From an optimization exercise on the open Yosys and OpenROAD flow, aimed at small area; shortcuts taken in it are not production practice. No functional check of the RTL was part of any run shown here. Power and IR drop assume default switching activity.

==> flow/design.v, too long to show whole: its modules and the start of the top module <==
// module fir_7_7: 1389 lines
// module fa: 4 lines
module fir_7_7(
    input clk,
    input rst,
    input [7:0] weight_data,
    input [2:0] weight_idx,
    input weight_valid,
    output weight_ready,
    input [7:0] input_data,
    input input_valid,
    output input_ready,
    output [15:0] output_data,
    input output_ready,
    output output_valid
    );
  // ...
==> flow/run.sh <==
#!/bin/bash
# synth_recipe.tcl (not shown) runs the flow's synth.tcl, then flattens the netlist and writes it again
# the make line also repeats each setting of config.mk as NAME=value (left out here)
make -C /OpenROAD-flow-scripts/flow DESIGN_CONFIG=/design/flow/config.mk WORK_HOME=/design/flow/orfs CLKGATE_MAP_FILE= SYNTH_SCRIPT=/design/flow/synth_recipe.tcl finish
==> flow/config.mk <==
export PLATFORM = sky130hd
export DESIGN_NAME = fir_7_7
export DESIGN_NICKNAME = fir_7_7
export VERILOG_FILES = /design/flow/design.v
export SDC_FILE = /design/flow/constraint.sdc
export NUM_CORES = 4
export LEC_CHECK = 0
export CAP_MARGIN = 20
export CORE_MARGIN = 2
export CORE_UTILIZATION = 40
export SLEW_MARGIN = 20
export SYNTH_HIERARCHICAL = 1
export SYNTH_MINIMUM_KEEP_SIZE = 0
==> flow/constraint.sdc <==
create_clock -name core_clock -period 8.0 [get_ports {clk}]
set_input_delay 1.6000 -clock core_clock [delete_from_list [all_inputs] [get_ports {clk}]]
set_output_delay 1.6000 -clock core_clock [all_outputs]
set_load 0.01 [all_outputs]
==> results.ini, run 1 <==
[sta]
whs_ns=0.3290
finalCritPeriodShare=0.9724
final.setup.tns_ns=0
hold_violations=0
setup_ws_ns=0.2212
max-slew-margin-rel=0.3830
fmax_mhz=128.6

[yosys]
ys.flop_type=dfxtp_1
yosysSeqAreaShare=0.1713
synthXorXnorAreaFrac=0.007844
synth_area_leaders=fa_1 (55%), dfxtp_1 (17%), nand2_1 (14%)
avgSynthCellArea_um2=10.15

[global_route]
grt_pass1_vias=12200
track_usage=0.2657

[final_layout]
signal_buffers=184
seq_cell_count=131
multi_input_area_um2=12190
utilization=0.4705
mostFrequentLayoutCells=nand2_1 (578), fa_1 (383), buf_4 (129), dfxtp_1 (100), a21oi_1 (65)

[clock_network]
cts_sinks=131
post-cts-setup-buffers=0

[power_and_ir_drop]
ir_drop_v=0.0001503
switchingPower_uw=466.2
p_seq_frac=0.401
pg_comb_uw=110

[setup_path]
path_class=reg2reg
reg2reg_from=x1[0]
cp-end-kind=flop
crit_path_start_kind=flop
cp.depth=26

[die]
fp.dieArea_um2=39860
initial_core_util=0.4065
io_pins=43
tap_cells=511
die_w_um=199.7

[hold_path]
hp-start=ov_d
hp-class=reg2reg

[detailed_routing]
met3_wirelength_um=4205
vias=11110

[status]
status=finished clean

[placed_design]
preCtsSetupSlack_ns=-0.3118

==> run 2: changes to the inputs <==
--- a/flow/config.mk
+++ b/flow/config.mk
@@ -8,6 +8,7 @@
 export CAP_MARGIN = 20
 export CORE_MARGIN = 2
 export CORE_UTILIZATION = 40
+export GPL_TIMING_DRIVEN = 0
 export SLEW_MARGIN = 20
 export SYNTH_HIERARCHICAL = 1
 export SYNTH_MINIMUM_KEEP_SIZE = 0
==> results.ini, run 2 <==
[status]
status=finished clean

[yosys]
avgSynthCellArea_um2=10.15  ; unchanged
synth_common_cells=nand2_1 (579), fa_1 (420), clkbuf_1 (134), dfxtp_1 (131), a21oi_1 (65)
async_reset_ff_frac=0
yosysSeqAreaShare=0.1713  ; unchanged
ys.flop_type=dfxtp_1
syn_area_um2=15310
synth-seq-cells=131
yosysMostFrequentCell=nand2_1
synth_top_area_share=0.5491
synth_area_leaders=fa_1 (55%), dfxtp_1 (17%), nand2_1 (14%)
yosysUniqueCellTypes=24
yosysTopAreaCell=fa_1
yosysWarnings=7
syn_nets=1961
synth_edf_count=0
syn-instance-count=1509

[placed_design]
dp_hpwl_um=40350
post_dp_cell_area_um2=16360
routabilityCongestion=0.9137
dp.cells=2061
port-buffer-count=41
preCtsSetupSlack_ns=-0.9855  ; -0.6738 ns

[final_layout]
antenna_cells=0
top_register=result
final_common_cell=nand2_1
largest_reg_flops=16
final_cell_area_um2=17680
mostFrequentLayoutCells=nand2_1 (570), fa_1 (360), buf_4 (67), dfxtp_4 (67), a21oi_1 (65)
layout-drive-gt1-share=0.1931
final_cells=2065
num-nets-final=1995
utilization=0.4694  ; -0.001129
area_growth_pct=15.46

[hold_path]
whs_path_depth=0
hold_path_end=ov_r
hp-start=ov_d
hp-class=reg2reg

[setup_path]
path_class=reg2reg
timing.rr.end=result[15]
arrival_ns=8.13
reg2reg_from=w3[1]
reg2regPathDepth=26
cp_data_required_time_ns=8.31
crit_fanout=7
r2r_setup_slack_ns=0.18
crit_path_start_kind=flop
cp-end-kind=flop

[sta]
finalCritPeriodShare=0.9775  ; +0.005138
fmax_mhz=127.9  ; -0.53%
hold_violations=0  ; unchanged
worst_pin_slew_ns=1.064
setup_ws_ns=0.1801  ; -0.04111 ns
rsz0062_at_grt=true
setup_viol=0
fin_skew_ns=0.008444
fin_crit_ns=7.820
max-slew-margin-rel=0.2906  ; -0.09239
slew_violations=0

[die]
core_area_um2=37670
die_h_um=199.7
die_w_um=199.7  ; unchanged
io_pins=43  ; unchanged
fp.dieArea_um2=39860  ; unchanged
rows=71
initial_core_util=0.4065  ; unchanged

[clock_network]
clk_path_buf_depth=2
h-tree-depth=4
cts-root-buf=clkbuf_16
cts_sinks=131  ; unchanged
cts_tree=done
clock_latency_ns=0.45
cts_made_buffers=17
cts_hold_buf=0
clk_pin_slew_worst_paths_ns=0.06

[detailed_routing]
drt-initial-drc-count=1071
drt-met1-wl_um=18880
drt_wl_total_um=50640
dr_wl_met2_um=24430
drtPass1Iterations=5
ant_nets=0
drc=0
vias=11270  ; +1.4%
vias_per_cell=5.458
wl_per_cell_um=24.52
met3_wirelength_um=4593  ; +9.2%
top_layer_used=met4

[global_route]
grt_remaining_overflow=0
antenna_found_initial=0
grt_max_degree=17
track_usage=0.2711  ; +0.005434
grt_pass1_wl_um=75820
grt_pass1_vias=12030  ; -1.4%

[power_and_ir_drop]
p_per_area_nw_per_um2=82.94
ir_drop_v=0.0001558  ; +3.7%
p_leak_nw=3.654

[run]
drv_cap=0

==> run 2: cell types whose count changed in the layout (fill, tap and decap cells not counted), moves of 5 or more <==
cell and delta:
nand2_1 -8, dfxtp_4 +64, buf_4 -62, clkinv_2 +5, buf_6 -5, dfxtp_1 -68
clkbuf_1 +29, fa_2 +23, fa_1 -23, nand2_2 +7, buf_2 +9, inv_6 -5
==> run 2: layer usage <==
metal,GRT usage,vias to the layer above
li1,-,4627
met1,0.3462,5914
met2,0.4383,616
met3,0.05570,113
met4,0.1380,0
met5,0,-
==> run 2: final cells by class <==
class | instances | area [µm²]
repair buffers | 125 | 1125
fillers | 3575 | 19990
inverters | 14 | 52.55
clock buffers | 24 | 471.7
multi-input cells | 1220 | 12300
plain buffers | 34 | 140.1
clock inverters | 6 | 32.53
well taps | 511 | 639.4
flip-flops and latches | 131 | 2914
==> run 2: kinds of logic (layout without fill, tap and decap cells) <==
family                   Yosys count  in the layout  share of synthesized area
AND/OR/NAND/NOR                  654            654                     0.1641
XOR/XNOR                           9              9                   0.007844
flip-flops                       131            131                     0.1713
multiplexers                      56             56                    0.03661
adder cells (fa/ha/maj)          428            428                     0.5556
buffers and inverters            158            203                    0.03955
AO/OA/AOI/OAI                     73             73                    0.02500
==> run 2: timing repair <==
| item | in CTS | in global routing |
|---|---|---|
| resized for setup | 169 | 93 |
| pin swaps | 17 | 58 |
| setup endpoints to repair | 2 | 1 |
| hold endpoints to repair | 0 | 0 |
| buffers inserted | 40 | 44 |
==> run 2: worst max path at each step <==
| stage | start | endpoint | slack (ns) |
|---|---|---|---|
| after floorplan | x2[0] | result[15] | 0.03 |
| after global placement | w3[1] | result[15] | -0.95 |
| after detailed placement | w3[1] | result[15] | -0.99 |
| after CTS | w0[3] | result[15] | 0.008 |
| after global routing | w3[1] | result[15] | -0.04 |
| final | w3[1] | result[15] | 0.18 |
==> run 2: critical path, stage by stage, from the launching register on <==
cell and delay (ns):
dfxtp_4 0.46, nand2_2 0.10, fa_1 0.49, fa_2 0.39, fa_1 0.50, fa_2 0.38
fa_1 0.56, fa_2 0.46, fa_2 0.37, fa_2 0.35, fa_2 0.36, fa_1 0.43
inv_1 0.07, ha_2 0.17, inv_2 0.04, fa_2 0.34, inv_2 0.08, ha_4 0.13
ha_4 0.12, inv_2 0.03, fa_2 0.38, fa_2 0.41, fa_2 0.38, xnor2_2 0.15
xnor3_1 0.27, xnor2_2 0.16, a21oi_1 0.08
==> run 2: where the power goes <==
part	internal, mW	leakage, nW	switching, mW
clock	0.404	0.249	0.297
sequential	0.643	1.13	0.0222
combinational	0.0377	2.28	0.0627
total	1.08	3.65	0.381
==> run 2: per-stage QoR <==
step | hold slack (ns) | total power, mW | TNS [ns]
after floorplan | 0.3096 | 0.7330 | 0
after global placement | 0.3175 | 0.7880 | -1.283
after detailed placement | 0.3329 | 0.7897 | -1.308
after CTS | 0.3461 | 1.486 | 0
after global routing | 0.3517 | 1.530 | -0.04140
final | 0.3384 | 1.466 | 0
==> run 2: per-module statistics from Yosys (local to each module, per instance) <==
module | area, µm² | copies in the design | cells inside | flops+latches
fa | 20.02 | 420 | 1 | 0
fir_7_7 | 6904 | 1 | 1089 | 131

==> separate check: timing with driven ports <==
In the flow no input, the clock included, has a driving cell. The finished layouts below were timed again as built, in two steps. Step 1, drivers: a clkbuf_16 drives clk and a buf_2 each remaining input, both assumed. Step 2 adds t to the input delays and takes it off the output delays; t is the mean of the earliest and latest rising clock arrival at the registers after step 1. Input paths then give back, and output paths get back, about the clock's delay inside the block. Slacks: ideal / step 1 / step 2; pairs: ideal / step 1.
run | t, ns | slack for setup (ns) | worst setup path at the end | latest minus earliest clock arrival (ns) | worst register clock-pin slew, ns
run 1 | 0.496 | 0.221 / 0.221 / 0.221 | register to register | 0.013 / 0.013 | 0.08 / 0.08
run 2 | 0.498 | 0.180 / 0.180 / 0.180 | register to register | 0.009 / 0.009 | 0.06 / 0.06
After both steps setup and hold are still met in every run listed.
